From an optimization exercise on the open Yosys and OpenROAD flow, aimed at small area and a short achievable clock period; shortcuts taken in it are not production practice.
RTL that was checked went through simulation tests only; none was proved equivalent to the original.
For runs 1 and 2, only the layout was checked, not whether the RTL still works.
Power figures rest on the tool's default switching activity, not on a simulated workload.

==> flow/design.v <==
module SCPU(clk, rst_n, in_valid, instruction, MEM_out, busy, out_valid, out0, out1, out2, out3, out4, out5, out6, out7, out8, out9, out10, out11, out12, out13, out14, out15, WEN, ADDR, MEM_in);
input clk, rst_n, in_valid;
input [18:0] instruction;
input [15:0] MEM_out;
output busy, out_valid, WEN;
output [12:0] ADDR;
output [15:0] MEM_in;
output reg [15:0] out0, out1, out2, out3, out4, out5, out6, out7, out8, out9, out10, out11, out12, out13, out14, out15;
assign busy = 1'b0;
wire [15:0] rdA, rdB;
wire [3:0] s0_n, s10_n, s11_n;
wire c4_n, c80_n, c81_n;
wire [4:0] ahp1_n;
scpu_s1 u_s1(.r({out15, out14, out13, out12, out11, out10, out9, out8, out7, out6, out5, out4, out3, out2, out1, out0}), .ins(instruction), .rda(rdA), .rdb(rdB), .s0(s0_n), .c4(c4_n), .s10(s10_n), .c80(c80_n), .s11(s11_n), .c81(c81_n), .ahp1(ahp1_n));
reg v1, wen_r;
reg [2:0] op1;
reg [11:0] f1;
reg [15:0] A, B;
reg [3:0] s0_r, s10_r, s11_r;
reg c4_r, c80_r, c81_r;
reg [4:0] ahp1_r;
always @(posedge clk or negedge rst_n)
  if (!rst_n) begin v1 <= 1'b0; wen_r <= 1'b1; end
  else begin v1 <= in_valid; wen_r <= ~(in_valid & (instruction[18:16] == 3'd5)); end
always @(posedge clk) begin
  op1 <= instruction[18:16];
  f1 <= instruction[11:0];
  A <= rdA;
  B <= rdB;
  s0_r <= s0_n; s10_r <= s10_n; s11_r <= s11_n;
  c4_r <= c4_n; c80_r <= c80_n; c81_r <= c81_n;
  ahp1_r <= ahp1_n;
end
assign WEN = wen_r;
wire c8 = c80_r | (c4_r & c81_r);
assign ADDR = {c8 ? ahp1_r : A[12:8], c4_r ? s11_r : s10_r, s0_r};
assign MEM_in = B;
wire [86:0] mrow;
wire [15:0] r1_n;
wire r2b_n;
scpu_s2 u_s2(.a(A), .b(B), .op(op1), .f(f1[7:0]), .m(mrow), .r1(r1_n), .r2b(r2b_n));
reg v2, we1, we2, ld2, mul2, ov, r2b_r;
reg [3:0] d1, d2;
reg [15:0] r1_r;
reg q0_0, q0_1, q1_0, q2_0, q2_1, q2_2, q3_0, q3_1, q4_0, q4_1, q4_2, q5_0, q5_1, q5_2, q6_0, q6_1, q6_2, q7_0, q7_1, q7_2, q8_0, q8_1, q8_2, q9_0, q9_1, q9_2, q10_0, q10_1, q10_2, q11_0, q11_1, q11_2, q12_0, q12_1, q12_2, q13_0, q13_1, q13_2, q14_0, q14_1, q14_2, q15_0, q15_1, q15_2, q16_0, q16_1, q16_2, q17_0, q17_1, q17_2, q18_0, q18_1, q18_2, q19_0, q19_1, q19_2, q20_0, q20_1, q20_2, q21_0, q21_1, q21_2, q22_0, q22_1, q22_2, q23_0, q23_1, q23_2, q24_0, q24_1, q24_2, q25_0, q25_1, q25_2, q26_0, q26_1, q26_2, q27_0, q27_1, q27_2, q28_0, q28_1, q28_2, q29_0, q29_1, q30_0, q31_0;
always @(posedge clk or negedge rst_n)
  if (!rst_n) begin v2 <= 1'b0; we1 <= 1'b0; we2 <= 1'b0; end
  else begin
    v2 <= v1;
    we1 <= v1 & (op1 != 3'd5);
    we2 <= v1 & ((op1 == 3'd1) | (op1 == 3'd2) | (op1 == 3'd7));
  end
always @(posedge clk) begin
  ld2 <= (op1 == 3'd6);
  mul2 <= (op1 == 3'd1);
  d1 <= ((op1 == 3'd3) | (op1 == 3'd4) | (op1 == 3'd6)) ? f1[11:8] : f1[7:4];
  d2 <= f1[3:0];
  r1_r <= r1_n;
  r2b_r <= r2b_n;
  q0_0 <= mrow[0];
  q0_1 <= mrow[1];
  q1_0 <= mrow[2];
  q2_0 <= mrow[3];
  q2_1 <= mrow[4];
  q2_2 <= mrow[5];
  q3_0 <= mrow[6];
  q3_1 <= mrow[7];
  q4_0 <= mrow[8];
  q4_1 <= mrow[9];
  q4_2 <= mrow[10];
  q5_0 <= mrow[11];
  q5_1 <= mrow[12];
  q5_2 <= mrow[13];
  q6_0 <= mrow[14];
  q6_1 <= mrow[15];
  q6_2 <= mrow[16];
  q7_0 <= mrow[17];
  q7_1 <= mrow[18];
  q7_2 <= mrow[19];
  q8_0 <= mrow[20];
  q8_1 <= mrow[21];
  q8_2 <= mrow[22];
  q9_0 <= mrow[23];
  q9_1 <= mrow[24];
  q9_2 <= mrow[25];
  q10_0 <= mrow[26];
  q10_1 <= mrow[27];
  q10_2 <= mrow[28];
  q11_0 <= mrow[29];
  q11_1 <= mrow[30];
  q11_2 <= mrow[31];
  q12_0 <= mrow[32];
  q12_1 <= mrow[33];
  q12_2 <= mrow[34];
  q13_0 <= mrow[35];
  q13_1 <= mrow[36];
  q13_2 <= mrow[37];
  q14_0 <= mrow[38];
  q14_1 <= mrow[39];
  q14_2 <= mrow[40];
  q15_0 <= mrow[41];
  q15_1 <= mrow[42];
  q15_2 <= mrow[43];
  q16_0 <= mrow[44];
  q16_1 <= mrow[45];
  q16_2 <= mrow[46];
  q17_0 <= mrow[47];
  q17_1 <= mrow[48];
  q17_2 <= mrow[49];
  q18_0 <= mrow[50];
  q18_1 <= mrow[51];
  q18_2 <= mrow[52];
  q19_0 <= mrow[53];
  q19_1 <= mrow[54];
  q19_2 <= mrow[55];
  q20_0 <= mrow[56];
  q20_1 <= mrow[57];
  q20_2 <= mrow[58];
  q21_0 <= mrow[59];
  q21_1 <= mrow[60];
  q21_2 <= mrow[61];
  q22_0 <= mrow[62];
  q22_1 <= mrow[63];
  q22_2 <= mrow[64];
  q23_0 <= mrow[65];
  q23_1 <= mrow[66];
  q23_2 <= mrow[67];
  q24_0 <= mrow[68];
  q24_1 <= mrow[69];
  q24_2 <= mrow[70];
  q25_0 <= mrow[71];
  q25_1 <= mrow[72];
  q25_2 <= mrow[73];
  q26_0 <= mrow[74];
  q26_1 <= mrow[75];
  q26_2 <= mrow[76];
  q27_0 <= mrow[77];
  q27_1 <= mrow[78];
  q27_2 <= mrow[79];
  q28_0 <= mrow[80];
  q28_1 <= mrow[81];
  q28_2 <= mrow[82];
  q29_0 <= mrow[83];
  q29_1 <= mrow[84];
  q30_0 <= mrow[85];
  q31_0 <= mrow[86];
end
wire [255:0] nrf;
scpu_s3 u_s3(.q({q31_0, q30_0, q29_1, q29_0, q28_2, q28_1, q28_0, q27_2, q27_1, q27_0, q26_2, q26_1, q26_0, q25_2, q25_1, q25_0, q24_2, q24_1, q24_0, q23_2, q23_1, q23_0, q22_2, q22_1, q22_0, q21_2, q21_1, q21_0, q20_2, q20_1, q20_0, q19_2, q19_1, q19_0, q18_2, q18_1, q18_0, q17_2, q17_1, q17_0, q16_2, q16_1, q16_0, q15_2, q15_1, q15_0, q14_2, q14_1, q14_0, q13_2, q13_1, q13_0, q12_2, q12_1, q12_0, q11_2, q11_1, q11_0, q10_2, q10_1, q10_0, q9_2, q9_1, q9_0, q8_2, q8_1, q8_0, q7_2, q7_1, q7_0, q6_2, q6_1, q6_0, q5_2, q5_1, q5_0, q4_2, q4_1, q4_0, q3_1, q3_0, q2_2, q2_1, q2_0, q1_0, q0_1, q0_0}), .r1(r1_r), .r2b(r2b_r), .mul(mul2), .ld(ld2), .we1(we1), .we2(we2), .d1(d1), .d2(d2), .mo(MEM_out), .r({out15, out14, out13, out12, out11, out10, out9, out8, out7, out6, out5, out4, out3, out2, out1, out0}), .nr(nrf));
assign out_valid = ov;
always @(posedge clk or negedge rst_n)
  if (!rst_n) begin
    ov <= 1'b0;
    out0 <= 16'd0;
    out1 <= 16'd0;
    out2 <= 16'd0;
    out3 <= 16'd0;
    out4 <= 16'd0;
    out5 <= 16'd0;
    out6 <= 16'd0;
    out7 <= 16'd0;
    out8 <= 16'd0;
    out9 <= 16'd0;
    out10 <= 16'd0;
    out11 <= 16'd0;
    out12 <= 16'd0;
    out13 <= 16'd0;
    out14 <= 16'd0;
    out15 <= 16'd0;
  end else begin
    ov <= v2;
    out0 <= nrf[15:0];
    out1 <= nrf[31:16];
    out2 <= nrf[47:32];
    out3 <= nrf[63:48];
    out4 <= nrf[79:64];
    out5 <= nrf[95:80];
    out6 <= nrf[111:96];
    out7 <= nrf[127:112];
    out8 <= nrf[143:128];
    out9 <= nrf[159:144];
    out10 <= nrf[175:160];
    out11 <= nrf[191:176];
    out12 <= nrf[207:192];
    out13 <= nrf[223:208];
    out14 <= nrf[239:224];
    out15 <= nrf[255:240];
  end
endmodule
module scpu_s1(r, ins, rda, rdb, s0, c4, s10, c80, s11, c81, ahp1);
input [255:0] r;
input [18:0] ins;
output [15:0] rda, rdb;
output [3:0] s0, s10, s11;
output c4, c80, c81;
output [4:0] ahp1;
wire [15:0] sa = 16'd1 << ins[15:12];
wire [15:0] sb = 16'd1 << ins[11:8];
reg [15:0] ta, tb;
integer i;
always @(*) begin
  ta = 16'd0; tb = 16'd0;
  for (i = 0; i < 16; i = i + 1) begin
    ta = ta | (r[16*i +: 16] & {16{sa[i]}});
    tb = tb | (r[16*i +: 16] & {16{sb[i]}});
  end
end
assign rda = ta;
assign rdb = tb;
assign {c4, s0} = {1'b0, ta[3:0]} + {1'b0, ins[3:0]};
assign {c80, s10} = {1'b0, ta[7:4]} + {1'b0, ins[7:4]};
assign {c81, s11} = {1'b0, ta[7:4]} + {1'b0, ins[7:4]} + 5'd1;
assign ahp1 = ta[12:8] + 5'd1;
endmodule
module scpu_s2(a, b, op, f, m, r1, r2b);
input [15:0] a, b;
input [2:0] op;
input [7:0] f;
output [86:0] m;
output [15:0] r1;
output r2b;
wire [16:0] bx = {b, 1'b0};
wire [16:0] ax = {a[15], a};
wire [7:0] one, two, ng, nsx;
assign one[0] = bx[1] ^ bx[0];
assign two[0] = (bx[2] & ~bx[1] & ~bx[0]) | (~bx[2] & bx[1] & bx[0]);
assign ng[0] = bx[2];
assign one[1] = bx[3] ^ bx[2];
assign two[1] = (bx[4] & ~bx[3] & ~bx[2]) | (~bx[4] & bx[3] & bx[2]);
assign ng[1] = bx[4];
assign one[2] = bx[5] ^ bx[4];
assign two[2] = (bx[6] & ~bx[5] & ~bx[4]) | (~bx[6] & bx[5] & bx[4]);
assign ng[2] = bx[6];
assign one[3] = bx[7] ^ bx[6];
assign two[3] = (bx[8] & ~bx[7] & ~bx[6]) | (~bx[8] & bx[7] & bx[6]);
assign ng[3] = bx[8];
assign one[4] = bx[9] ^ bx[8];
assign two[4] = (bx[10] & ~bx[9] & ~bx[8]) | (~bx[10] & bx[9] & bx[8]);
assign ng[4] = bx[10];
assign one[5] = bx[11] ^ bx[10];
assign two[5] = (bx[12] & ~bx[11] & ~bx[10]) | (~bx[12] & bx[11] & bx[10]);
assign ng[5] = bx[12];
assign one[6] = bx[13] ^ bx[12];
assign two[6] = (bx[14] & ~bx[13] & ~bx[12]) | (~bx[14] & bx[13] & bx[12]);
assign ng[6] = bx[14];
assign one[7] = bx[15] ^ bx[14];
assign two[7] = (bx[16] & ~bx[15] & ~bx[14]) | (~bx[16] & bx[15] & bx[14]);
assign ng[7] = bx[16];
wire [16:0] pp0 = (({17{one[0]}} & ax) | ({17{two[0]}} & {ax[15:0], 1'b0})) ^ {17{ng[0]}};
assign nsx[0] = ~pp0[16];
wire [16:0] pp1 = (({17{one[1]}} & ax) | ({17{two[1]}} & {ax[15:0], 1'b0})) ^ {17{ng[1]}};
assign nsx[1] = ~pp1[16];
wire [16:0] pp2 = (({17{one[2]}} & ax) | ({17{two[2]}} & {ax[15:0], 1'b0})) ^ {17{ng[2]}};
assign nsx[2] = ~pp2[16];
wire [16:0] pp3 = (({17{one[3]}} & ax) | ({17{two[3]}} & {ax[15:0], 1'b0})) ^ {17{ng[3]}};
assign nsx[3] = ~pp3[16];
wire [16:0] pp4 = (({17{one[4]}} & ax) | ({17{two[4]}} & {ax[15:0], 1'b0})) ^ {17{ng[4]}};
assign nsx[4] = ~pp4[16];
wire [16:0] pp5 = (({17{one[5]}} & ax) | ({17{two[5]}} & {ax[15:0], 1'b0})) ^ {17{ng[5]}};
assign nsx[5] = ~pp5[16];
wire [16:0] pp6 = (({17{one[6]}} & ax) | ({17{two[6]}} & {ax[15:0], 1'b0})) ^ {17{ng[6]}};
assign nsx[6] = ~pp6[16];
wire [16:0] pp7 = (({17{one[7]}} & ax) | ({17{two[7]}} & {ax[15:0], 1'b0})) ^ {17{ng[7]}};
assign nsx[7] = ~pp7[16];
wire mhs0, mhc0, mhs1, mhc1, mfs0, mfc0, mhs2, mhc2, mfs1, mfc1, mhs3, mhc3, mfs2, mfc2, mfs3, mfc3, mhs4, mhc4, mfs4, mfc4, mfs5, mfc5, mhs5, mhc5, mfs6, mfc6, mfs7, mfc7, mhs6, mhc6, mfs8, mfc8, mfs9, mfc9, mhs7, mhc7, mfs10, mfc10, mfs11, mfc11, mhs8, mhc8, mfs12, mfc12, mfs13, mfc13, mfs14, mfc14, mhs9, mhc9, mhs10, mhc10, mhs11, mhc11, mfs15, mfc15, mhs12, mhc12, mfs16, mfc16, mhs13, mhc13, mfs17, mfc17, mfs18, mfc18, mfs19, mfc19, mfs20, mfc20, mfs21, mfc21, mfs22, mfc22, mfs23, mfc23, mfs24, mfc24, mfs25, mfc25, mfs26, mfc26, mfs27, mfc27, mfs28, mfc28, mfs29, mfc29, mfs30, mfc30, mfs31, mfc31, mfs32, mfc32, mfs33, mfc33, mfs34, mfc34, mfs35, mfc35, mfs36, mfc36, mfs37, mfc37, mfs38, mfc38, mfs39, mfc39, mfs40, mfc40, mfs41, mfc41, mfs42, mfc42, mfs43, mfc43, mhs14, mhc14, mfs44, mfc44, mhs15, mhc15, mhs16, mhc16, mhs17, mhc17, mfs45, mfc45, mfs46, mfc46, mfs47, mfc47, mfs48, mfc48, mfs49, mfc49, mfs50, mfc50, mfs51, mfc51, mfs52, mfc52, mfs53, mfc53, mfs54, mfc54, mfs55, mfc55, mfs56, mfc56, mfs57, mfc57, mfs58, mfc58, mfs59, mfc59, mfs60, mfc60, mfs61, mfc61, mfs62, mfc62, mfs63, mfc63, mfs64, mfc64, mfs65, mfc65, mhs18, mhc18;
assign mhs0 = pp0[10] ^ pp1[8];
assign mhc0 = pp0[10] & pp1[8];
assign mhs1 = pp0[11] ^ pp1[9];
assign mhc1 = pp0[11] & pp1[9];
assign mfs0 = pp0[12] ^ pp1[10] ^ pp2[8];
assign mfc0 = (pp0[12] & pp1[10]) | (pp0[12] & pp2[8]) | (pp1[10] & pp2[8]);
assign mhs2 = pp3[6] ^ pp4[4];
assign mhc2 = pp3[6] & pp4[4];
assign mfs1 = pp0[13] ^ pp1[11] ^ pp2[9];
assign mfc1 = (pp0[13] & pp1[11]) | (pp0[13] & pp2[9]) | (pp1[11] & pp2[9]);
assign mhs3 = pp3[7] ^ pp4[5];
assign mhc3 = pp3[7] & pp4[5];
assign mfs2 = pp0[14] ^ pp1[12] ^ pp2[10];
assign mfc2 = (pp0[14] & pp1[12]) | (pp0[14] & pp2[10]) | (pp1[12] & pp2[10]);
assign mfs3 = pp3[8] ^ pp4[6] ^ pp5[4];
assign mfc3 = (pp3[8] & pp4[6]) | (pp3[8] & pp5[4]) | (pp4[6] & pp5[4]);
assign mhs4 = pp6[2] ^ pp7[0];
assign mhc4 = pp6[2] & pp7[0];
assign mfs4 = pp0[15] ^ pp1[13] ^ pp2[11];
assign mfc4 = (pp0[15] & pp1[13]) | (pp0[15] & pp2[11]) | (pp1[13] & pp2[11]);
assign mfs5 = pp3[9] ^ pp4[7] ^ pp5[5];
assign mfc5 = (pp3[9] & pp4[7]) | (pp3[9] & pp5[5]) | (pp4[7] & pp5[5]);
assign mhs5 = pp6[3] ^ pp7[1];
assign mhc5 = pp6[3] & pp7[1];
assign mfs6 = pp0[16] ^ pp1[14] ^ pp2[12];
assign mfc6 = (pp0[16] & pp1[14]) | (pp0[16] & pp2[12]) | (pp1[14] & pp2[12]);
assign mfs7 = pp3[10] ^ pp4[8] ^ pp5[6];
assign mfc7 = (pp3[10] & pp4[8]) | (pp3[10] & pp5[6]) | (pp4[8] & pp5[6]);
assign mhs6 = pp6[4] ^ pp7[2];
assign mhc6 = pp6[4] & pp7[2];
assign mfs8 = pp0[16] ^ pp1[15] ^ pp2[13];
assign mfc8 = (pp0[16] & pp1[15]) | (pp0[16] & pp2[13]) | (pp1[15] & pp2[13]);
assign mfs9 = pp3[11] ^ pp4[9] ^ pp5[7];
assign mfc9 = (pp3[11] & pp4[9]) | (pp3[11] & pp5[7]) | (pp4[9] & pp5[7]);
assign mhs7 = pp6[5] ^ pp7[3];
assign mhc7 = pp6[5] & pp7[3];
assign mfs10 = nsx[0] ^ nsx[1] ^ pp2[14];
assign mfc10 = (nsx[0] & nsx[1]) | (nsx[0] & pp2[14]) | (nsx[1] & pp2[14]);
assign mfs11 = pp3[12] ^ pp4[10] ^ pp5[8];
assign mfc11 = (pp3[12] & pp4[10]) | (pp3[12] & pp5[8]) | (pp4[10] & pp5[8]);
assign mhs8 = pp6[6] ^ pp7[4];
assign mhc8 = pp6[6] & pp7[4];
assign mfs12 = 1'b1 ^ pp2[15] ^ pp3[13];
assign mfc12 = (1'b1 & pp2[15]) | (1'b1 & pp3[13]) | (pp2[15] & pp3[13]);
assign mfs13 = pp4[11] ^ pp5[9] ^ pp6[7];
assign mfc13 = (pp4[11] & pp5[9]) | (pp4[11] & pp6[7]) | (pp5[9] & pp6[7]);
assign mfs14 = nsx[2] ^ pp3[14] ^ pp4[12];
assign mfc14 = (nsx[2] & pp3[14]) | (nsx[2] & pp4[12]) | (pp3[14] & pp4[12]);
assign mhs9 = 1'b1 ^ pp3[15];
assign mhc9 = 1'b1 & pp3[15];
assign mhs10 = pp0[6] ^ pp1[4];
assign mhc10 = pp0[6] & pp1[4];
assign mhs11 = pp0[7] ^ pp1[5];
assign mhc11 = pp0[7] & pp1[5];
assign mfs15 = pp0[8] ^ pp1[6] ^ pp2[4];
assign mfc15 = (pp0[8] & pp1[6]) | (pp0[8] & pp2[4]) | (pp1[6] & pp2[4]);
assign mhs12 = pp3[2] ^ pp4[0];
assign mhc12 = pp3[2] & pp4[0];
assign mfs16 = pp0[9] ^ pp1[7] ^ pp2[5];
assign mfc16 = (pp0[9] & pp1[7]) | (pp0[9] & pp2[5]) | (pp1[7] & pp2[5]);
assign mhs13 = pp3[3] ^ pp4[1];
assign mhc13 = pp3[3] & pp4[1];
assign mfs17 = pp2[6] ^ pp3[4] ^ pp4[2];
assign mfc17 = (pp2[6] & pp3[4]) | (pp2[6] & pp4[2]) | (pp3[4] & pp4[2]);
assign mfs18 = pp5[0] ^ ng[5] ^ mhs0;
assign mfc18 = (pp5[0] & ng[5]) | (pp5[0] & mhs0) | (ng[5] & mhs0);
assign mfs19 = pp2[7] ^ pp3[5] ^ pp4[3];
assign mfc19 = (pp2[7] & pp3[5]) | (pp2[7] & pp4[3]) | (pp3[5] & pp4[3]);
assign mfs20 = pp5[1] ^ mhc0 ^ mhs1;
assign mfc20 = (pp5[1] & mhc0) | (pp5[1] & mhs1) | (mhc0 & mhs1);
assign mfs21 = pp5[2] ^ pp6[0] ^ ng[6];
assign mfc21 = (pp5[2] & pp6[0]) | (pp5[2] & ng[6]) | (pp6[0] & ng[6]);
assign mfs22 = mhc1 ^ mfs0 ^ mhs2;
assign mfc22 = (mhc1 & mfs0) | (mhc1 & mhs2) | (mfs0 & mhs2);
assign mfs23 = pp5[3] ^ pp6[1] ^ mfc0;
assign mfc23 = (pp5[3] & pp6[1]) | (pp5[3] & mfc0) | (pp6[1] & mfc0);
assign mfs24 = mhc2 ^ mfs1 ^ mhs3;
assign mfc24 = (mhc2 & mfs1) | (mhc2 & mhs3) | (mfs1 & mhs3);
assign mfs25 = ng[7] ^ mfc1 ^ mhc3;
assign mfc25 = (ng[7] & mfc1) | (ng[7] & mhc3) | (mfc1 & mhc3);
assign mfs26 = mfs2 ^ mfs3 ^ mhs4;
assign mfc26 = (mfs2 & mfs3) | (mfs2 & mhs4) | (mfs3 & mhs4);
assign mfs27 = mfc2 ^ mfc3 ^ mhc4;
assign mfc27 = (mfc2 & mfc3) | (mfc2 & mhc4) | (mfc3 & mhc4);
assign mfs28 = mfs4 ^ mfs5 ^ mhs5;
assign mfc28 = (mfs4 & mfs5) | (mfs4 & mhs5) | (mfs5 & mhs5);
assign mfs29 = mfc4 ^ mfc5 ^ mhc5;
assign mfc29 = (mfc4 & mfc5) | (mfc4 & mhc5) | (mfc5 & mhc5);
assign mfs30 = mfs6 ^ mfs7 ^ mhs6;
assign mfc30 = (mfs6 & mfs7) | (mfs6 & mhs6) | (mfs7 & mhs6);
assign mfs31 = mfc6 ^ mfc7 ^ mhc6;
assign mfc31 = (mfc6 & mfc7) | (mfc6 & mhc6) | (mfc7 & mhc6);
assign mfs32 = mfs8 ^ mfs9 ^ mhs7;
assign mfc32 = (mfs8 & mfs9) | (mfs8 & mhs7) | (mfs9 & mhs7);
assign mfs33 = mfc8 ^ mfc9 ^ mhc7;
assign mfc33 = (mfc8 & mfc9) | (mfc8 & mhc7) | (mfc9 & mhc7);
assign mfs34 = mfs10 ^ mfs11 ^ mhs8;
assign mfc34 = (mfs10 & mfs11) | (mfs10 & mhs8) | (mfs11 & mhs8);
assign mfs35 = pp7[5] ^ mfc10 ^ mfc11;
assign mfc35 = (pp7[5] & mfc10) | (pp7[5] & mfc11) | (mfc10 & mfc11);
assign mfs36 = mhc8 ^ mfs12 ^ mfs13;
assign mfc36 = (mhc8 & mfs12) | (mhc8 & mfs13) | (mfs12 & mfs13);
assign mfs37 = pp5[10] ^ pp6[8] ^ pp7[6];
assign mfc37 = (pp5[10] & pp6[8]) | (pp5[10] & pp7[6]) | (pp6[8] & pp7[6]);
assign mfs38 = mfc12 ^ mfc13 ^ mfs14;
assign mfc38 = (mfc12 & mfc13) | (mfc12 & mfs14) | (mfc13 & mfs14);
assign mfs39 = pp4[13] ^ pp5[11] ^ pp6[9];
assign mfc39 = (pp4[13] & pp5[11]) | (pp4[13] & pp6[9]) | (pp5[11] & pp6[9]);
assign mfs40 = pp7[7] ^ mfc14 ^ mhs9;
assign mfc40 = (pp7[7] & mfc14) | (pp7[7] & mhs9) | (mfc14 & mhs9);
assign mfs41 = nsx[3] ^ pp4[14] ^ pp5[12];
assign mfc41 = (nsx[3] & pp4[14]) | (nsx[3] & pp5[12]) | (pp4[14] & pp5[12]);
assign mfs42 = pp6[10] ^ pp7[8] ^ mhc9;
assign mfc42 = (pp6[10] & pp7[8]) | (pp6[10] & mhc9) | (pp7[8] & mhc9);
assign mfs43 = 1'b1 ^ pp4[15] ^ pp5[13];
assign mfc43 = (1'b1 & pp4[15]) | (1'b1 & pp5[13]) | (pp4[15] & pp5[13]);
assign mhs14 = pp6[11] ^ pp7[9];
assign mhc14 = pp6[11] & pp7[9];
assign mfs44 = nsx[4] ^ pp5[14] ^ pp6[12];
assign mfc44 = (nsx[4] & pp5[14]) | (nsx[4] & pp6[12]) | (pp5[14] & pp6[12]);
assign mhs15 = 1'b1 ^ pp5[15];
assign mhc15 = 1'b1 & pp5[15];
assign mhs16 = pp0[4] ^ pp1[2];
assign mhc16 = pp0[4] & pp1[2];
assign mhs17 = pp0[5] ^ pp1[3];
assign mhc17 = pp0[5] & pp1[3];
assign mfs45 = pp2[2] ^ pp3[0] ^ ng[3];
assign mfc45 = (pp2[2] & pp3[0]) | (pp2[2] & ng[3]) | (pp3[0] & ng[3]);
assign mfs46 = pp2[3] ^ pp3[1] ^ mhc10;
assign mfc46 = (pp2[3] & pp3[1]) | (pp2[3] & mhc10) | (pp3[1] & mhc10);
assign mfs47 = ng[4] ^ mhc11 ^ mfs15;
assign mfc47 = (ng[4] & mhc11) | (ng[4] & mfs15) | (mhc11 & mfs15);
assign mfs48 = mfc15 ^ mhc12 ^ mfs16;
assign mfc48 = (mfc15 & mhc12) | (mfc15 & mfs16) | (mhc12 & mfs16);
assign mfs49 = mfc16 ^ mhc13 ^ mfs17;
assign mfc49 = (mfc16 & mhc13) | (mfc16 & mfs17) | (mhc13 & mfs17);
assign mfs50 = mfc17 ^ mfc18 ^ mfs19;
assign mfc50 = (mfc17 & mfc18) | (mfc17 & mfs19) | (mfc18 & mfs19);
assign mfs51 = mfc19 ^ mfc20 ^ mfs21;
assign mfc51 = (mfc19 & mfc20) | (mfc19 & mfs21) | (mfc20 & mfs21);
assign mfs52 = mfc21 ^ mfc22 ^ mfs23;
assign mfc52 = (mfc21 & mfc22) | (mfc21 & mfs23) | (mfc22 & mfs23);
assign mfs53 = mfc23 ^ mfc24 ^ mfs25;
assign mfc53 = (mfc23 & mfc24) | (mfc23 & mfs25) | (mfc24 & mfs25);
assign mfs54 = mfc25 ^ mfc26 ^ mfs27;
assign mfc54 = (mfc25 & mfc26) | (mfc25 & mfs27) | (mfc26 & mfs27);
assign mfs55 = mfc27 ^ mfc28 ^ mfs29;
assign mfc55 = (mfc27 & mfc28) | (mfc27 & mfs29) | (mfc28 & mfs29);
assign mfs56 = mfc29 ^ mfc30 ^ mfs31;
assign mfc56 = (mfc29 & mfc30) | (mfc29 & mfs31) | (mfc30 & mfs31);
assign mfs57 = mfc31 ^ mfc32 ^ mfs33;
assign mfc57 = (mfc31 & mfc32) | (mfc31 & mfs33) | (mfc32 & mfs33);
assign mfs58 = mfc33 ^ mfc34 ^ mfs35;
assign mfc58 = (mfc33 & mfc34) | (mfc33 & mfs35) | (mfc34 & mfs35);
assign mfs59 = mfc35 ^ mfc36 ^ mfs37;
assign mfc59 = (mfc35 & mfc36) | (mfc35 & mfs37) | (mfc36 & mfs37);
assign mfs60 = mfc37 ^ mfc38 ^ mfs39;
assign mfc60 = (mfc37 & mfc38) | (mfc37 & mfs39) | (mfc38 & mfs39);
assign mfs61 = mfc39 ^ mfc40 ^ mfs41;
assign mfc61 = (mfc39 & mfc40) | (mfc39 & mfs41) | (mfc40 & mfs41);
assign mfs62 = mfc41 ^ mfc42 ^ mfs43;
assign mfc62 = (mfc41 & mfc42) | (mfc41 & mfs43) | (mfc42 & mfs43);
assign mfs63 = pp7[10] ^ mfc43 ^ mhc14;
assign mfc63 = (pp7[10] & mfc43) | (pp7[10] & mhc14) | (mfc43 & mhc14);
assign mfs64 = pp6[13] ^ pp7[11] ^ mfc44;
assign mfc64 = (pp6[13] & pp7[11]) | (pp6[13] & mfc44) | (pp7[11] & mfc44);
assign mfs65 = nsx[5] ^ pp6[14] ^ pp7[12];
assign mfc65 = (nsx[5] & pp6[14]) | (nsx[5] & pp7[12]) | (pp6[14] & pp7[12]);
assign mhs18 = 1'b1 ^ pp6[15];
assign mhc18 = 1'b1 & pp6[15];
assign m = {1'b1, nsx[7], pp7[15], 1'b1, mhc18, pp7[14], nsx[6], mhs18, mfc65, pp7[13], mfs65, mfc64, mhc15, mfs64, mfc63, mhs15, mfs63, mfc62, mfs44, mfs62, mfc61, mhs14, mfs61, mfc60, mfs42, mfs60, mfc59, mfs40, mfs59, mfc58, mfs38, mfs58, mfc57, mfs36, mfs57, mfc56, mfs34, mfs56, mfc55, mfs32, mfs55, mfc54, mfs30, mfs54, mfc53, mfs28, mfs53, mfc52, mfs26, mfs52, mfc51, mfs24, mfs51, mfc50, mfs22, mfs50, mfc49, mfs20, mfs49, mfc48, mfs18, mfs48, mfc47, mhs13, mfs47, mfc46, mhs12, mfs46, mfc45, mhs11, mfs45, mhc17, mhs10, mhs17, mhc16, pp2[1], mhs16, ng[2], pp2[0], pp1[1], pp0[3], ng[1], pp1[0], pp0[2], pp0[1], ng[0], pp0[0]};
wire [3:0] func = f[3:0];
wire sub = ((op == 3'd0) & (func == 4'd4)) | (op == 3'd4);
wire [15:0] y0 = (op == 3'd0) ? b : {{8{f[7]}}, f};
wire [15:0] sum = a + (y0 ^ {16{sub}}) + {15'd0, sub};
wire eq = (a == b);
wire lt = ($signed(a) < $signed(b));
wire cmp = (op == 3'd2) ? eq : lt;
reg [15:0] t;
always @(*) begin
  t = 16'd0;
  case (op)
    3'd0: case (func)
            4'd0: t = a & b;
            4'd1: t = a | b;
            4'd2: t = a ^ b;
            4'd3, 4'd4: t = sum;
            default: t = 16'd0;
          endcase
    3'd3, 3'd4: t = sum;
    default: t = {15'd0, cmp};
  endcase
end
assign r1 = t;
assign r2b = ~cmp;
endmodule
module scpu_s3(q, r1, r2b, mul, ld, we1, we2, d1, d2, mo, r, nr);
input [86:0] q;
input [15:0] r1, mo;
input r2b, mul, ld, we1, we2;
input [3:0] d1, d2;
input [255:0] r;
output [255:0] nr;
wire q0_0 = q[0];
wire q0_1 = q[1];
wire q1_0 = q[2];
wire q2_0 = q[3];
wire q2_1 = q[4];
wire q2_2 = q[5];
wire q3_0 = q[6];
wire q3_1 = q[7];
wire q4_0 = q[8];
wire q4_1 = q[9];
wire q4_2 = q[10];
wire q5_0 = q[11];
wire q5_1 = q[12];
wire q5_2 = q[13];
wire q6_0 = q[14];
wire q6_1 = q[15];
wire q6_2 = q[16];
wire q7_0 = q[17];
wire q7_1 = q[18];
wire q7_2 = q[19];
wire q8_0 = q[20];
wire q8_1 = q[21];
wire q8_2 = q[22];
wire q9_0 = q[23];
wire q9_1 = q[24];
wire q9_2 = q[25];
wire q10_0 = q[26];
wire q10_1 = q[27];
wire q10_2 = q[28];
wire q11_0 = q[29];
wire q11_1 = q[30];
wire q11_2 = q[31];
wire q12_0 = q[32];
wire q12_1 = q[33];
wire q12_2 = q[34];
wire q13_0 = q[35];
wire q13_1 = q[36];
wire q13_2 = q[37];
wire q14_0 = q[38];
wire q14_1 = q[39];
wire q14_2 = q[40];
wire q15_0 = q[41];
wire q15_1 = q[42];
wire q15_2 = q[43];
wire q16_0 = q[44];
wire q16_1 = q[45];
wire q16_2 = q[46];
wire q17_0 = q[47];
wire q17_1 = q[48];
wire q17_2 = q[49];
wire q18_0 = q[50];
wire q18_1 = q[51];
wire q18_2 = q[52];
wire q19_0 = q[53];
wire q19_1 = q[54];
wire q19_2 = q[55];
wire q20_0 = q[56];
wire q20_1 = q[57];
wire q20_2 = q[58];
wire q21_0 = q[59];
wire q21_1 = q[60];
wire q21_2 = q[61];
wire q22_0 = q[62];
wire q22_1 = q[63];
wire q22_2 = q[64];
wire q23_0 = q[65];
wire q23_1 = q[66];
wire q23_2 = q[67];
wire q24_0 = q[68];
wire q24_1 = q[69];
wire q24_2 = q[70];
wire q25_0 = q[71];
wire q25_1 = q[72];
wire q25_2 = q[73];
wire q26_0 = q[74];
wire q26_1 = q[75];
wire q26_2 = q[76];
wire q27_0 = q[77];
wire q27_1 = q[78];
wire q27_2 = q[79];
wire q28_0 = q[80];
wire q28_1 = q[81];
wire q28_2 = q[82];
wire q29_0 = q[83];
wire q29_1 = q[84];
wire q30_0 = q[85];
wire q31_0 = q[86];
wire fhs0, fhc0, fhs1, fhc1, ffs0, ffc0, ffs1, ffc1, ffs2, ffc2, ffs3, ffc3, ffs4, ffc4, ffs5, ffc5, ffs6, ffc6, ffs7, ffc7, ffs8, ffc8, ffs9, ffc9, ffs10, ffc10, ffs11, ffc11, ffs12, ffc12, ffs13, ffc13, ffs14, ffc14, ffs15, ffc15, ffs16, ffc16, ffs17, ffc17, ffs18, ffc18, ffs19, ffc19, ffs20, ffc20, ffs21, ffc21, ffs22, ffc22, ffs23, ffc23, ffs24, ffc24, fhs2, fhc2;
assign fhs0 = q2_0 ^ q2_1;
assign fhc0 = q2_0 & q2_1;
assign fhs1 = q3_0 ^ q3_1;
assign fhc1 = q3_0 & q3_1;
assign ffs0 = q4_0 ^ q4_1 ^ q4_2;
assign ffc0 = (q4_0 & q4_1) | (q4_0 & q4_2) | (q4_1 & q4_2);
assign ffs1 = q5_0 ^ q5_1 ^ q5_2;
assign ffc1 = (q5_0 & q5_1) | (q5_0 & q5_2) | (q5_1 & q5_2);
assign ffs2 = q6_0 ^ q6_1 ^ q6_2;
assign ffc2 = (q6_0 & q6_1) | (q6_0 & q6_2) | (q6_1 & q6_2);
assign ffs3 = q7_0 ^ q7_1 ^ q7_2;
assign ffc3 = (q7_0 & q7_1) | (q7_0 & q7_2) | (q7_1 & q7_2);
assign ffs4 = q8_0 ^ q8_1 ^ q8_2;
assign ffc4 = (q8_0 & q8_1) | (q8_0 & q8_2) | (q8_1 & q8_2);
assign ffs5 = q9_0 ^ q9_1 ^ q9_2;
assign ffc5 = (q9_0 & q9_1) | (q9_0 & q9_2) | (q9_1 & q9_2);
assign ffs6 = q10_0 ^ q10_1 ^ q10_2;
assign ffc6 = (q10_0 & q10_1) | (q10_0 & q10_2) | (q10_1 & q10_2);
assign ffs7 = q11_0 ^ q11_1 ^ q11_2;
assign ffc7 = (q11_0 & q11_1) | (q11_0 & q11_2) | (q11_1 & q11_2);
assign ffs8 = q12_0 ^ q12_1 ^ q12_2;
assign ffc8 = (q12_0 & q12_1) | (q12_0 & q12_2) | (q12_1 & q12_2);
assign ffs9 = q13_0 ^ q13_1 ^ q13_2;
assign ffc9 = (q13_0 & q13_1) | (q13_0 & q13_2) | (q13_1 & q13_2);
assign ffs10 = q14_0 ^ q14_1 ^ q14_2;
assign ffc10 = (q14_0 & q14_1) | (q14_0 & q14_2) | (q14_1 & q14_2);
assign ffs11 = q15_0 ^ q15_1 ^ q15_2;
assign ffc11 = (q15_0 & q15_1) | (q15_0 & q15_2) | (q15_1 & q15_2);
assign ffs12 = q16_0 ^ q16_1 ^ q16_2;
assign ffc12 = (q16_0 & q16_1) | (q16_0 & q16_2) | (q16_1 & q16_2);
assign ffs13 = q17_0 ^ q17_1 ^ q17_2;
assign ffc13 = (q17_0 & q17_1) | (q17_0 & q17_2) | (q17_1 & q17_2);
assign ffs14 = q18_0 ^ q18_1 ^ q18_2;
assign ffc14 = (q18_0 & q18_1) | (q18_0 & q18_2) | (q18_1 & q18_2);
assign ffs15 = q19_0 ^ q19_1 ^ q19_2;
assign ffc15 = (q19_0 & q19_1) | (q19_0 & q19_2) | (q19_1 & q19_2);
assign ffs16 = q20_0 ^ q20_1 ^ q20_2;
assign ffc16 = (q20_0 & q20_1) | (q20_0 & q20_2) | (q20_1 & q20_2);
assign ffs17 = q21_0 ^ q21_1 ^ q21_2;
assign ffc17 = (q21_0 & q21_1) | (q21_0 & q21_2) | (q21_1 & q21_2);
assign ffs18 = q22_0 ^ q22_1 ^ q22_2;
assign ffc18 = (q22_0 & q22_1) | (q22_0 & q22_2) | (q22_1 & q22_2);
assign ffs19 = q23_0 ^ q23_1 ^ q23_2;
assign ffc19 = (q23_0 & q23_1) | (q23_0 & q23_2) | (q23_1 & q23_2);
assign ffs20 = q24_0 ^ q24_1 ^ q24_2;
assign ffc20 = (q24_0 & q24_1) | (q24_0 & q24_2) | (q24_1 & q24_2);
assign ffs21 = q25_0 ^ q25_1 ^ q25_2;
assign ffc21 = (q25_0 & q25_1) | (q25_0 & q25_2) | (q25_1 & q25_2);
assign ffs22 = q26_0 ^ q26_1 ^ q26_2;
assign ffc22 = (q26_0 & q26_1) | (q26_0 & q26_2) | (q26_1 & q26_2);
assign ffs23 = q27_0 ^ q27_1 ^ q27_2;
assign ffc23 = (q27_0 & q27_1) | (q27_0 & q27_2) | (q27_1 & q27_2);
assign ffs24 = q28_0 ^ q28_1 ^ q28_2;
assign ffc24 = (q28_0 & q28_1) | (q28_0 & q28_2) | (q28_1 & q28_2);
assign fhs2 = q29_0 ^ q29_1;
assign fhc2 = q29_0 & q29_1;
wire [31:0] fs = {q31_0, q30_0, ffc24, ffc23, ffc22, ffc21, ffc20, ffc19, ffc18, ffc17, ffc16, ffc15, ffc14, ffc13, ffc12, ffc11, ffc10, ffc9, ffc8, ffc7, ffc6, ffc5, ffc4, ffc3, ffc2, ffc1, ffc0, fhc1, fhc0, q2_2, q1_0, q0_0};
wire [31:0] fc = {1'b0, fhc2, fhs2, ffs24, ffs23, ffs22, ffs21, ffs20, ffs19, ffs18, ffs17, ffs16, ffs15, ffs14, ffs13, ffs12, ffs11, ffs10, ffs9, ffs8, ffs7, ffs6, ffs5, ffs4, ffs3, ffs2, ffs1, ffs0, fhs1, fhs0, 1'b0, q0_1};
wire [31:0] p = fs + fc;
wire [15:0] x1 = ld ? mo : r1;
wire [15:0] w1 = mul ? p[31:16] : x1;
wire [15:0] w2 = mul ? p[15:0] : {15'd0, r2b};
genvar g;
generate for (g = 0; g < 16; g = g + 1) begin : wb
  assign nr[16*g +: 16] = (we2 && d2 == g) ? w2 : (we1 && d1 == g) ? w1 : r[16*g +: 16];
end endgenerate
endmodule
==> flow/flow/run.sh <==
#!/bin/bash
set -euo pipefail
bash standard.sh "BUFFER_PORTS_ARGS=-buffer_cell sky130_fd_sc_hd__buf_1" finish > standard.log 2>&1
==> flow/standard.sh <==
#!/bin/bash
# synth_recipe.tcl (not shown) runs the flow's synth.tcl, then flattens the netlist and writes it again
# the make line also repeats each setting of config.mk as NAME=value (left out here)
make -C /OpenROAD-flow-scripts/flow DESIGN_CONFIG=/design/flow/config.mk WORK_HOME=/design/flow/orfs CLKGATE_MAP_FILE= SYNTH_SCRIPT=/design/flow/synth_recipe.tcl "${@:-finish}"
==> flow/config.mk <==
export PLATFORM = sky130hd
export DESIGN_NAME = SCPU
export DESIGN_NICKNAME = SCPU
export VERILOG_FILES = /design/flow/design.v
export SDC_FILE = /design/flow/constraint.sdc
export NUM_CORES = 8
export LEC_CHECK = 0
export ABC_AREA = 1
export CAP_MARGIN = 20
export CORE_MARGIN = 2
export CORE_UTILIZATION = 40
export SETUP_SLACK_MARGIN = 5
export SLEW_MARGIN = 20
==> flow/constraint.sdc <==
create_clock -name core_clock -period 8.0 [get_ports {clk}]
set_input_delay 1.6000 -clock core_clock [delete_from_list [all_inputs] [get_ports {clk}]]
set_output_delay 1.6000 -clock core_clock [all_outputs]
set_load 0.01 [all_outputs]
==> results of run 1 <==
-- cells by family after synthesis --
| group | after synthesis | share of synthesized area [%] |
|---|---|---|
| other | 1 | 0.01277 |
| AO/OA/AOI/OAI | 743 | 15.22 |
| flip-flops | 441 | 34.53 |
| adder cells (fa/ha/maj) | 212 | 11.31 |
| XOR/XNOR | 151 | 4.503 |
| multiplexers | 7 | 0.2599 |
| buffers and inverters | 707 | 9.795 |
| AND/OR/NAND/NOR | 1755 | 24.37 |
-- cell usage after synthesis, types with 4 or more instances --
master	instances
nand2_1	1053
nand3_1	136
nor2_2	12
nor2_1	428
buf_1	12
nand3b_1	6
or2_2	7
o21ai_0	152
nand4_1	28
nand2_2	12
a211oi_1	13
a22oi_1	4
o22ai_1	254
a221oi_1	40
inv_1	497
o211ai_1	7
dfrtp_1	261
o21bai_1	6
clkinv_1	24
buf_4	19
fa_1	89
nor3_1	30
o21ai_1	14
inv_2	11
buf_2	65
clkbuf_1	69
o221ai_1	5
o21ai_2	4
buf_6	9
nor4_1	16
dfxtp_1	179
a21oi_1	200
xor2_1	137
nand3_2	13
ha_1	123
o2111ai_1	22
xnor2_1	14
mux2_2	5
-- where the power goes --
group / internal (mW) / switching [mW]
registers: 3.38 / 1.67
logic: 4.75 / 8.69
clock network: 1.45 / 1.09
total: 9.58 / 11.5
-- critical path, cell delays in order --
cell,delay [ps]
buf_12,120
clkinv_8,40
nor2_4,50
nand3_4,120
inv_8,50
a22o_1,190
a211oi_2,270
nand4_1,270
ha_2,290
inv_2,50
fa_2,440
inv_2,90
ha_4,150
nand3_2,80
xnor2_1,130
-- per-layer routing --
| layer | GRT usage [%] | vias up | part of all wire [%] |
|---|---|---|---|
| li1 | - | 13960 | - |
| met4 | 21.91 | 0 | 7.0 |
| met2 | 62.66 | 2166 | 45 |
| met5 | 0 | - | 0 |
| met1 | 48.78 | 15440 | 37 |
| met3 | 9.165 | 554 | 11 |
-- final cells by class --
cell class | instances | area [um^2] | area share, %
multi-input cells | 2880 | 18150 | 48.76
flip-flops and latches | 441 | 10230 | 27.49
repair buffers | 558 | 3597 | 9.664
inverters | 533 | 2230 | 5.990
clock buffers | 71 | 1525 | 4.098
well taps | 959 | 1200 | 3.224
clock inverters | 25 | 277.8 | 0.7462
repair inverters | 1 | 7.507 | 0.02017
diodes | 1 | 2.502 | 0.006723
-- worst paths after layout --
| kind | cells past startpoint | slack [ps] | start | to |
|---|---|---|---|---|
| setup / recovery | 15 | 4560 | instruction[13] | c81_r$_DFF_P_ |
| hold / removal | 0 | 350 | v2$_DFF_PN0_ | ov$_DFF_PN0_ |
| setup reg to reg | 11 | 5030 | B[7]$_DFF_P_ | q15_2$_DFF_P_ |
| hold reg to reg | 0 | 350 | v2$_DFF_PN0_ | ov$_DFF_PN0_ |
| max in group asynchronous | 3 | 5210 | rst_n | out15[2]$_DFFE_PN0P_ |
| min in group asynchronous | 2 | 1200 | rst_n | out0[11]$_DFFE_PN0P_ |
-- registers in the layout, indices dropped and copies added (netlist names), 12 cells and up --
signal,flops
out8,16
out2,16
out0,16
out11,16
out4,16
r1_r,16
out1,16
B,16
out7,16
out13,16
out6,16
A,16
out10,16
out12,16
out9,16
out5,16
out3,16
f1,12
out15,16
out14,16
-- stage by stage --
step | utilization (%) | hold WS (ps)
5_1_grt | 51.10 | 353.4
3_3_place_gp | 43.46 | 342.2
3_5_place_dp | 43.47 | 342.6
4_1_cts | 49.05 | 352.0
6_report | 51.10 | 346.1
2_1_floorplan | - | 331.2
-- what timing repair did --
| item | 4_1_cts | 5_1_grt |
|---|---|---|
| pin swaps | 58 | 85 |
| buffers inserted | 108 | 56 |
| endpoints found under the setup margin | 409 | 290 |
| hold endpoints to repair | 0 | 0 |
| gates cloned | 6 | 9 |
| gates resized for setup | 323 | 221 |
==> results by group, run 1 <==
Timing
  – Tcrit/Tclk final: 43.02%
  – Fmax: 290.6 MHz
  – Worst clock skew: 15.59 ps
  – Post-route setup slack: 4559 ps
  – Period minus WS final: approximately 3400 ps
  – Setup repair after global routing missed its margin: yes
  – Final setup vio count: 0
  – Number of pins with negative max-slew slack in the final report: 0
  – Actual slew at the worst max-slew pin: 1271 ps
  – Aggregate negative setup slack: 0 ps
  – Hold violation total from the final report: 0
  – Max-Slew Margin vs Limit: 14.70%

Place
  – Setup Slack @ Placement: just under 3000 ps
  – # placed instances: 5,193
  – GPL Wtd Cong: 1.052
  – # port buffers: roughly 320
  – Detailed Place HPWL: about 110 mm
  – Placement Cell Area: 31,660 um^2

Pwr
  – Final total power: around 21 mW
  – Leakage power summed over all cells: 17.19 nW
  – Max IR drop VDD: roughly 0.57 mV
  – Power density cells: 565.1 nW/um^2

Routing
  – Average routed wire per standard cell: ~29 um
  – Total via count in the routed design: 32,130
  – Post-route DRC violation count: 0
  – Final WL: 155.9 mm
  – TritonRoute pass-1 iters: 5
  – Detailed-route vias per instance: 5.874
  – 1st-iter DRT viols: 3,920
  – Post-DRT Antenna Nets: 0

Min path
  – Min-Delay Path Class: reg2reg

Cells and area
  – Non-filler instance count after layout: 5,469
  – Count of nets after finishing: around 4,700
  – Fraction of final layout cells sized beyond drive strength 1: 16.37%
  – Commonest cells after routing, fill and taps aside: nand2_1, inv_1, nor2_1
  – Final cell area excluding filler cells: 37,220 um^2
  – Leading cell type in the layout, fill and taps excluded: nand2_1
  – Layout filler cell count: 7,235
  – Signed area change from the synthesized netlist to the final layout: 26.74%

Worst setup path
  – Highest fanout seen on the critical path: 7
  – Critical path capture point type: register
  – Worst setup SP type: input pin
  – Required time of the worst setup path: 8530 ps
  – Crit path DAT: 3970 ps
  – Startpoint-to-endpoint class of the critical path: in2reg

Floorplan
  – Core footprint: 72,830 um^2
  – Overall die area: 75,600 um^2
  – Width of the die: 275.0 um
  – Effective utilization at floorplan: 40.32%
  – Standard-cell row count: 99
  – Die height: 275.0 um
  – Number of placed I/O pins: 326

Clocking
  – Depth of the CTS H-tree: 2
  – Clock edge transition at the registers on the reported setup and hold paths: ~60 ps
  – Clk Latency, worst-skew pair: 640 ps
  – Clock Tree Root: clkbuf_16
  – Buffer levels on the longest clock path: 3
  – TritonCTS clock tree: done
  – Clock sink total: about 440
  – Clock buffers created by TritonCTS: 52
  – CTS hold repair buffers: 0

Synthesis
  – Number of standard cells after synthesis: 4,017
  – Total number of yosys warnings: 3
  – Prevailing post-synth register cell: dfrtp_1
  – Number of flops mapped to enable cells by yosys: 0
  – Cell area after technology mapping: 29,370 um^2
  – Synth area leader: dfrtp_1
  – FFs w/ async S/R, synth: 59.41%
  – Seq/Total Area, Yosys: 34.53%
  – Area share of the largest cell type after synthesis: 22.24%
  – Total of flip-flops plus latches after synthesis: about 440
  – Cell types occupying the most area after synthesis: dfrtp_1, nand2_1, dfxtp_1
  – Netlist cell types: 60
  – Mean Syn Cell Area: approximately 7.3 um^2

Global routing
  – First-pass GRT wire length: 213.9 mm
  – Pin count of the biggest net entering global routing: 73
  – Initial antenna violation count: 1
  – Congestion Overflow GR: 0
  – Via count of the first global-routing pass: 29,880
  – Global router's overall resource usage: 39.21%

Outcome
  – Result of the run: timing/DRC/antenna clean

Run
  – Number of maximum-capacitance violations: 0
==> run 2, diff against run 1 <==
--- a/flow/design.v
+++ b/flow/design.v
@@ -209,5 +209,11 @@
 assign rdb = tb;
-assign {c4, s0} = {1'b0, ta[3:0]} + {1'b0, ins[3:0]};
-assign {c80, s10} = {1'b0, ta[7:4]} + {1'b0, ins[7:4]};
-assign {c81, s11} = {1'b0, ta[7:4]} + {1'b0, ins[7:4]} + 5'd1;
+wire [7:0] ag = ta[7:0] & ins[7:0];
+wire [7:0] at = ta[7:0] | ins[7:0];
+wire [7:0] ap = ta[7:0] ^ ins[7:0];
+assign s0 = ap[3:0] ^ {(ag[0] & at[1] & at[2]) | (ag[1] & at[2]) | (ag[2]), (ag[0] & at[1]) | (ag[1]), (ag[0]), 1'b0};
+assign c4 = (ag[0] & at[1] & at[2] & at[3]) | (ag[1] & at[2] & at[3]) | (ag[2] & at[3]) | (ag[3]);
+assign s10 = ap[7:4] ^ {(ag[4] & at[5] & at[6]) | (ag[5] & at[6]) | (ag[6]), (ag[4] & at[5]) | (ag[5]), (ag[4]), 1'b0};
+assign c80 = (ag[4] & at[5] & at[6] & at[7]) | (ag[5] & at[6] & at[7]) | (ag[6] & at[7]) | (ag[7]);
+assign s11 = ap[7:4] ^ {(at[4] & at[5] & at[6]) | (ag[4] & at[5] & at[6]) | (ag[5] & at[6]) | (ag[6]), (at[4] & at[5]) | (ag[4] & at[5]) | (ag[5]), (at[4]) | (ag[4]), (1'b1)};
+assign c81 = (at[4] & at[5] & at[6] & at[7]) | (ag[4] & at[5] & at[6] & at[7]) | (ag[5] & at[6] & at[7]) | (ag[6] & at[7]) | (ag[7]);
 assign ahp1 = ta[12:8] + 5'd1;
@@ -441,3 +447,4 @@
 wire eq = (a == b);
-wire lt = ($signed(a) < $signed(b));
+wire signed [15:0] sa = a, sb = b;
+wire lt = (sa < sb);
 wire cmp = (op == 3'd2) ? eq : lt;
@@ -623 +630,6 @@
 endmodule
+module scpu_wbit(s2, w2, s1, w1, h, q, d);
+input s2, w2, s1, w1, h, q;
+output d;
+assign d = (s2 & w2) | (s1 & w1) | (h & q);
+endmodule
--- a/flow/config.mk
+++ b/flow/config.mk
@@ -11,2 +11,4 @@
 export CORE_UTILIZATION = 40
+export CTS_CLUSTER_DIAMETER = 100
+export CTS_CLUSTER_SIZE = 25
 export SETUP_SLACK_MARGIN = 5
==> results by group, run 2 <==
Cells and area
  – Final cell area excluding filler cells: 36,250 um^2 (was 37,220 um^2)
  – Leading cell type in the layout, fill and taps excluded: nand2_1 (unchanged)
  – Non-filler instance count after layout: 5,382 (was 5,469)
  – Area taken by multi-input logic gates: 18,090 um^2 (was 18,150 um^2)
  – Count of nets after finishing: 4,663 (was 4,717)
  – Signed area change from the synthesized netlist to the final layout: 24.00% (was 26.74%)
  – FF/Latch Area: 10,250 um^2 (was 10,230 um^2)
  – Fraction of final layout cells sized beyond drive strength 1: 15.69% (was 16.37%)
  – Commonest cells after routing, fill and taps aside: nand2_1, inv_1, nor2_1 (unchanged)
  – Layout filler cell count: 7,167 (was 7,235)

Pwr
  – Final total power: 20.03 mW (was 21.03 mW)
  – Power density cells: 552.5 nW/um^2 (was 565.1 nW/um^2)
  – Leakage power summed over all cells: 16.55 nW (was 17.19 nW)
  – Max IR drop VDD: 0.4949 mV (was 0.5671 mV)

Floorplan
  – Die height: 274.3 um (was 275.0 um)
  – Effective utilization at floorplan: 40.20% (was 40.32%)
  – Overall die area: 75,250 um^2 (was 75,600 um^2)
  – Standard-cell row count: 99 (unchanged)
  – Core footprint: 72,710 um^2 (was 72,830 um^2)
  – Width of the die: 274.3 um (was 275.0 um)
  – Number of placed I/O pins: 326 (unchanged)

Timing
  – Max-Slew Margin vs Limit: 3.497% (was 14.70%)
  – Final setup vio count: 0 (unchanged)
  – Hold violation total from the final report: 0 (unchanged)
  – Aggregate negative setup slack: 0 ps (unchanged)
  – Fmax: 308.4 MHz (was 290.6 MHz)
  – Tcrit/Tclk final: 40.53% (was 43.02%)
  – Final-layout worst hold slack: 371.0 ps (was 346.1 ps)
  – Actual slew at the worst max-slew pin: 1438 ps (was 1271 ps)
  – Period minus WS final: 3243 ps (was 3441 ps)
  – Setup repair after global routing missed its margin: yes (unchanged)
  – Number of pins with negative max-slew slack in the final report: 0 (unchanged)
  – Worst clock skew: 48.56 ps (was 15.59 ps)

Synthesis
  – Cell types occupying the most area after synthesis: dfrtp_1, nand2_1, dfxtp_1 (unchanged)
  – Seq/Total Area, Yosys: 34.69% (was 34.53%)
  – Most frequently used cell type in the post-synthesis netlist: nand2_1 (unchanged)
  – Ranking of synthesized cells by instance count: nand2_1, inv_1, nor2_1, dfrtp_1, o22ai_1 (unchanged)
  – Total of flip-flops plus latches after synthesis: 441 (unchanged)
  – Area share of the largest cell type after synthesis: 22.34% (was 22.24%)
  – Synth area leader: dfrtp_1 (unchanged)
  – FFs w/ async S/R, synth: 59.41% (unchanged)
  – Cell area after technology mapping: 29,230 um^2 (was 29,370 um^2)
  – Prevailing post-synth register cell: dfrtp_1 (unchanged)
  – Xor-xnor portion of the synthesized cell area: 4.584% (was 4.503%)
  – Netlist cell types: 62 (was 60)
  – Mean Syn Cell Area: 7.354 um^2 (was 7.311 um^2)
  – Portion of netlist area occupied by mux cells: 0.2611% (was 0.2599%)
  – Adder-Cell Fraction of Synth Area: 11.62% (was 11.31%)
  – Number of standard cells after synthesis: 3,975 (was 4,017)
  – Largest family of logic cells by synthesized area: simple AND/OR/NAND/NOR gates (unchanged)
  – Compound-Gate Fraction of Synth Area: 15.68% (was 15.22%)
  – Number of flops mapped to enable cells by yosys: 0 (unchanged)
  – Area fraction in and, or, nand and nor cells after synthesis: 23.78% (was 24.37%)
  – Total number of yosys warnings: 3 (unchanged)

Worst setup path
  – Worst setup SP type: register (was input pin)
  – Crit path DAT: 1640 ps (was 3970 ps)
  – Startpoint-to-endpoint class of the critical path: reg2out (was in2reg)
  – Critical path capture point type: output pin (was register)
  – Reg2reg setup slack: 4950 ps (was 5030 ps)
  – Highest fanout seen on the critical path: 5 (was 7)
  – Required time of the worst setup path: 6400 ps (was 8530 ps)

Place
  – Placement Cell Area: 31,540 um^2 (was 31,660 um^2)
  – Detailed Place HPWL: 114.9 mm (was 113.3 mm)
  – # placed instances: 5,144 (was 5,193)
  – GPL Wtd Cong: 1.064 (was 1.052)
  – # port buffers: 324 (unchanged)

Global routing
  – Initial antenna violation count: 3 (was 1)
  – Pin count of the biggest net entering global routing: 149 (was 73)
  – Congestion Overflow GR: 0 (unchanged)
  – First-pass GRT wire length: 212.4 mm (was 213.9 mm)
  – Global router's overall resource usage: 39.00% (was 39.21%)
  – Via count of the first global-routing pass: 29,590 (was 29,880)

Outcome
  – Result of the run: timing/DRC/antenna clean (unchanged)

Clocking
  – CTS hold repair buffers: 0 (unchanged)
  – Depth of the CTS H-tree: 1 (was 2)
  – Clock edge transition at the registers on the reported setup and hold paths: 100 ps (was 60 ps)
  – Clk Latency, worst-skew pair: 660 ps (was 640 ps)
  – TritonCTS clock tree: done (unchanged)
  – Clock buffers created by TritonCTS: 26 (was 52)
  – Clock Tree Root: clkbuf_16 (unchanged)
  – Buffer levels on the longest clock path: 3 (unchanged)
  – Clock sink total: 441 (unchanged)

Routing
  – Detailed-route vias per instance: 5.960 (was 5.874)
  – Post-DRT Antenna Nets: 0 (unchanged)
  – TritonRoute pass-1 iters: 7 (was 5)
  – Final WL: 154.6 mm (was 155.9 mm)
  – 1st-iter DRT viols: 4,266 (was 3,920)
  – Total via count in the routed design: 32,080 (was 32,130)
  – Post-route DRC violation count: 0 (unchanged)
  – Average routed wire per standard cell: 28.73 um (was 28.51 um)

Min path
  – Min-Delay Path Class: reg2reg (unchanged)

Run
  – Number of maximum-capacitance violations: 0 (unchanged)
## run 2: changes by cell type after synthesis, moves of 16 or more
cell,change
nand3_1,-19
a22oi_1,+21
clkbuf_1,+22
o21ai_0,-16
nor2_1,-26
buf_2,-22
## run 2: final timing paths
check,depth (start not counted),end,start
hold reg to reg,0,ov$_DFF_PN0_,v2$_DFF_PN0_
max in group asynchronous,2,out14[2]$_DFFE_PN0P_,rst_n
setup / recovery,4,ADDR[9],c80_r$_DFF_P_
hold / removal,0,ov$_DFF_PN0_,v2$_DFF_PN0_
min in group asynchronous,1,out8[6]$_DFFE_PN0P_,rst_n
setup reg to reg,10,q15_2$_DFF_P_,B[10]$_DFF_P_
## run 2: kinds of logic (layout without fill, tap and decap cells)
logic type / Yosys count / count (layout)
xor+xnor: 153 / 153
flops: 441 / 441
fa+ha+maj: 218 / 218
buf+inv: 692 / 1127
mux: 7 / 7
compound gates: 751 / 753
other cells: 1 / 2
simple gates: 1712 / 1722
## run 2: layout make-up
cell class	instances	area share, %
Multi-Input combinational cell	2854	49.90
Sequential cell	441	28.27
Timing Repair Buffer	561	9.941
Inverter	523	6.196
Tap cell	959	3.310
Clock buffer	31	1.905
Clock inverter	12	0.4695
Antenna cell	1	0.006904
## run 2: what timing repair did
item | 4_1_cts | 5_1_grt
buffers inserted | 91 | 86
gates cloned | 6 | 10
gates resized for setup | 301 | 239
pin swaps | 34 | 84
setup endpoints to repair | 367 | 335
## run 2: power breakdown
group / internal [mW] / switching (mW) / total (mW)
logic: 4.85 / 8.55 / 13.4
clock network: 0.657 / 0.919 / 1.58
registers: 3.37 / 1.68 / 5.05
total: 8.87 / 11.2 / 20.0
## run 2: worst max-delay path, stage by stage (launching register included)
cell and delay, ps:
dfxtp_1 480, a21o_4 220, nand2_4 100, o21ai_2 70
buf_2 150
## run 2: layer usage
metal	track usage (%)	vias to the layer above	part of all wire [%]
met4	22.11	4	7.2
met1	49.14	15510	38
met2	61.96	2183	44
li1	-	13830	-
met5	0	-	0.017
met3	8.311	556	11
## run 2: through the flow
step,utilization [%],setup WS (ps)
after floorplan,-,4631
after CTS,47.17,4783
after global routing,49.85,4740
final,49.85,4757
after global placement,43.37,3264
after detailed placement,43.37,3250
==> run 3, diff against run 2 <==
--- a/flow/design.v
+++ b/flow/design.v
@@ -627,3 +627,9 @@
 generate for (g = 0; g < 16; g = g + 1) begin : wb
-  assign nr[16*g +: 16] = (we2 && d2 == g) ? w2 : (we1 && d1 == g) ? w1 : r[16*g +: 16];
+  wire s2 = we2 && d2 == g;
+  wire s1 = we1 && d1 == g && !s2;
+  wire h = !(s1 | s2);
+  genvar k;
+  for (k = 0; k < 16; k = k + 1) begin : bt
+    scpu_wbit u(.s2(s2), .w2(w2[k]), .s1(s1), .w1(w1[k]), .h(h), .q(r[16*g+k]), .d(nr[16*g+k]));
+  end
 end endgenerate
--- a/flow/config.mk
+++ b/flow/config.mk
@@ -13,3 +13,5 @@
 export CTS_CLUSTER_SIZE = 25
-export SETUP_SLACK_MARGIN = 5
+export SETUP_SLACK_MARGIN = 4.8
 export SLEW_MARGIN = 20
+export SYNTH_HIERARCHICAL = 1
+export SYNTH_MINIMUM_KEEP_SIZE = 0
==> results by group, run 3 <==
Outcome
  – Result of the run: timing/DRC/antenna clean (unchanged)

Run
  – Number of maximum-capacitance violations: 0 (unchanged)

Synthesis
  – Ranking of synthesized cells by instance count: nand2_1, nand3_1, inv_1, dfrtp_1, nor2_1 (was nand2_1, inv_1, nor2_1, dfrtp_1, o22ai_1)
  – Total number of yosys warnings: 9 (was 3)
  – Total of flip-flops plus latches after synthesis: 443 (was 441)
  – Netlist cell types: 56 (was 62)
  – Cell area after technology mapping: 30,040 um^2 (was 29,230 um^2)
  – Prevailing post-synth register cell: dfrtp_1 (unchanged)
  – Most frequently used cell type in the post-synthesis netlist: nand2_1 (unchanged)
  – Area share of the largest cell type after synthesis: 21.74% (was 22.34%)
  – Seq/Total Area, Yosys: 33.89% (was 34.69%)
  – Cell types occupying the most area after synthesis: dfrtp_1, nand2_1, dfxtp_1 (unchanged)
  – Number of flops mapped to enable cells by yosys: 0 (unchanged)
  – Synth area leader: dfrtp_1 (unchanged)
  – FFs w/ async S/R, synth: 59.14% (was 59.41%)

Timing
  – Setup repair after global routing missed its margin: yes (unchanged)
  – Worst clock skew: 49.33 ps (was 48.56 ps)
  – Period minus WS final: 3298 ps (was 3243 ps)
  – Tcrit/Tclk final: 41.22% (was 40.53%)
  – Actual slew at the worst max-slew pin: 1406 ps (was 1438 ps)
  – Hold violation total from the final report: 0 (unchanged)
  – Final setup vio count: 0 (unchanged)
  – Number of pins with negative max-slew slack in the final report: 0 (unchanged)
  – Aggregate negative setup slack: 0 ps (unchanged)
  – Max-Slew Margin vs Limit: 5.646% (was 3.497%)
  – Fmax: 303.2 MHz (was 308.4 MHz)

Global routing
  – Pin count of the biggest net entering global routing: 113 (was 149)
  – Via count of the first global-routing pass: 29,750 (was 29,590)
  – Congestion Overflow GR: 0 (unchanged)
  – First-pass GRT wire length: 211.0 mm (was 212.4 mm)
  – Global router's overall resource usage: 37.03% (was 39.00%)

Worst setup path
  – Crit path DAT: 3790 ps (was 1640 ps)
  – Critical path capture point type: register (was output pin)
  – Worst setup SP type: register (unchanged)
  – Worst reg2reg path depth: 5 (was 10)
  – Crit path launch: ld2$_DFF_P_ (was c80_r$_DFF_P_)
  – Required time of the worst setup path: 8490 ps (was 6400 ps)
  – Capturing element of the worst setup path: out13[1]$_DFF_PN0_ (was ADDR[9])
  – Endpoint of the worst register-to-register path: out13[1]$_DFF_PN0_ (was q15_2$_DFF_P_)
  – Startpoint-to-endpoint class of the critical path: reg2reg (was reg2out)
  – Startpoint of the worst register-to-register path: ld2$_DFF_P_ (was B[10]$_DFF_P_)
  – Reg2reg setup slack: 4700 ps (was 4950 ps)

Floorplan
  – Width of the die: 278.0 um (was 274.3 um)
  – Effective utilization at floorplan: 40.35% (was 40.20%)
  – Die height: 278.0 um (was 274.3 um)
  – Overall die area: 77,300 um^2 (was 75,250 um^2)
  – Core footprint: 74,450 um^2 (was 72,710 um^2)

Routing
  – 1st-iter DRT viols: 3,968 (was 4,266)
  – Total via count in the routed design: 32,200 (was 32,080)
  – Post-route DRC violation count: 0 (unchanged)
  – Detailed-route vias per instance: 5.857 (was 5.960)
  – TritonRoute pass-1 iters: 7 (unchanged)
  – Post-DRT Antenna Nets: 0 (unchanged)

Cells and area
  – Count of nets after finishing: 4,768 (was 4,663)
  – Signed area change from the synthesized netlist to the final layout: 15.33% (was 24.00%)
  – Fraction of final layout cells sized beyond drive strength 1: 9.876% (was 15.69%)
  – Commonest cells after routing, fill and taps aside: nand2_1, nand3_1, inv_1 (was nand2_1, inv_1, nor2_1)

Min path
  – Source of the worst hold timing path: v2$_DFF_PN0_ (unchanged)

Place
  – Detailed Place HPWL: 112.9 mm (was 114.9 mm)
  – GPL Wtd Cong: 1.023 (was 1.064)
  – # port buffers: 324 (unchanged)

Pwr
  – Power density cells: 517.9 nW/um^2 (was 552.5 nW/um^2)
  – Leakage power summed over all cells: 16.35 nW (was 16.55 nW)

Clocking
  – TritonCTS clock tree: done (unchanged)
  – Buffer levels on the longest clock path: 3 (unchanged)
  – CTS hold repair buffers: 0 (unchanged)
  – Clock Tree Root: clkbuf_16 (unchanged)
  – Clock sink total: 443 (was 441)
  – Clock edge transition at the registers on the reported setup and hold paths: 100 ps (about the same)
  – Clock buffers created by TritonCTS: 25 (was 26)
  – Depth of the CTS H-tree: 1 (unchanged)
[run 3: per-stage QoR]
step / power [mW] / utilization, % / area [um^2] / cells / setup WS [ps]
2_1_floorplan: 13.03 / - / 30180 / 4165 / 4657
3_3_place_gp: 15.64 / 43.31 / 32240 / 5356 / 3427
3_5_place_dp: 15.73 / 43.32 / 32250 / 5356 / 3410
4_1_cts: 17.46 / 45.35 / 33760 / 5440 / 4801
5_1_grt: 19.28 / 46.53 / 34640 / 5497 / 4625
6_report: 17.94 / 46.53 / 34640 / 5497 / 4702
[run 3: per-module statistics from Yosys (local to each module, per instance)]
module	flops+latches	area (um^2)
scpu_s1	0	4548
SCPU	443	10470
scpu_s3	0	3665
scpu_wbit	0	16.27
scpu_s2	0	7191
[run 3: report_power, final]
| part | leakage, nW | internal (mW) | switching, mW |
|---|---|---|---|
| Combinational | 11.1 | 3.77 | 7.57 |
| Clock | 0.389 | 0.631 | 0.877 |
| Sequential | 4.87 | 3.34 | 1.76 |
[run 3: critical path, cell delays in order, from the launching register on]
cell and delay, ps:
dfxtp_1 820, inv_1 620, o21ai_1 1250, nand2_8 250, nand2_1 160, nand3_1 80
[run 3: area by class of cell]
type | count | area (um^2)
timing repair inverter | 1 | 8.758
multi-input combinational | 3140 | 17980
sequential | 443 | 10200
tap | 969 | 1212
clock inverter | 10 | 135.1
fill | 7582 | 39800
antenna | 2 | 5.005
clock buffer | 35 | 683.2
timing repair buffer | 494 | 2749
inverter | 403 | 1667
[run 3: worst min path at each step]
stage	endpoint	slack, ps	cells after the start
after floorplan	ov$_DFF_PN0_	330	0
after global placement	ov$_DFF_PN0_	340	0
after CTS	ov$_DFF_PN0_	360	0
after global routing	ov$_DFF_PN0_	370	0
after detailed placement	ov$_DFF_PN0_	340	0
final	ov$_DFF_PN0_	360	0
[run 3: cell families after synthesis]
| kind of cell | count (synthesis) | share of synthesized area [%] |
|---|---|---|
| and+or+nand+nor | 2300 | 32.22 |
| AOI/OAI and AO/OA | 459 | 9.268 |
| buffers and inverters | 583 | 8.597 |
| xor gates and xnor gates | 154 | 4.490 |
| DFF | 443 | 33.89 |
| muxes | 1 | 0.03332 |
| other | 2 | 0.02500 |
| adders and majority gates | 222 | 11.47 |
[run 3: what timing repair did]
action / CTS / global route
gates resized for setup: 106 / 113
pin swaps: 14 / 28
buffers inserted: 36 / 53
endpoints found under the hold margin: 0 / 0
gates cloned: 3 / 2
endpoints found under the setup margin: 188 / 277
[run 3: routing by layer]
layer | vias up | global-route usage (%) | routed length (um)
met5 | - | 0 | 27
met4 | 4 | 18.14 | 9279
met3 | 484 | 7.471 | 15520
met2 | 2089 | 58.28 | 65720
met1 | 15430 | 48.56 | 58210
li1 | 14190 | - | -

Check on run 3: ideal ports give 4.702 ns setup slack; a clkbuf_16 on the clock port and buf_2 on the inputs give 4.702 ns; moving port delays by the midpoint clock arrival (0.679 ns) as well gives 4.128 ns.
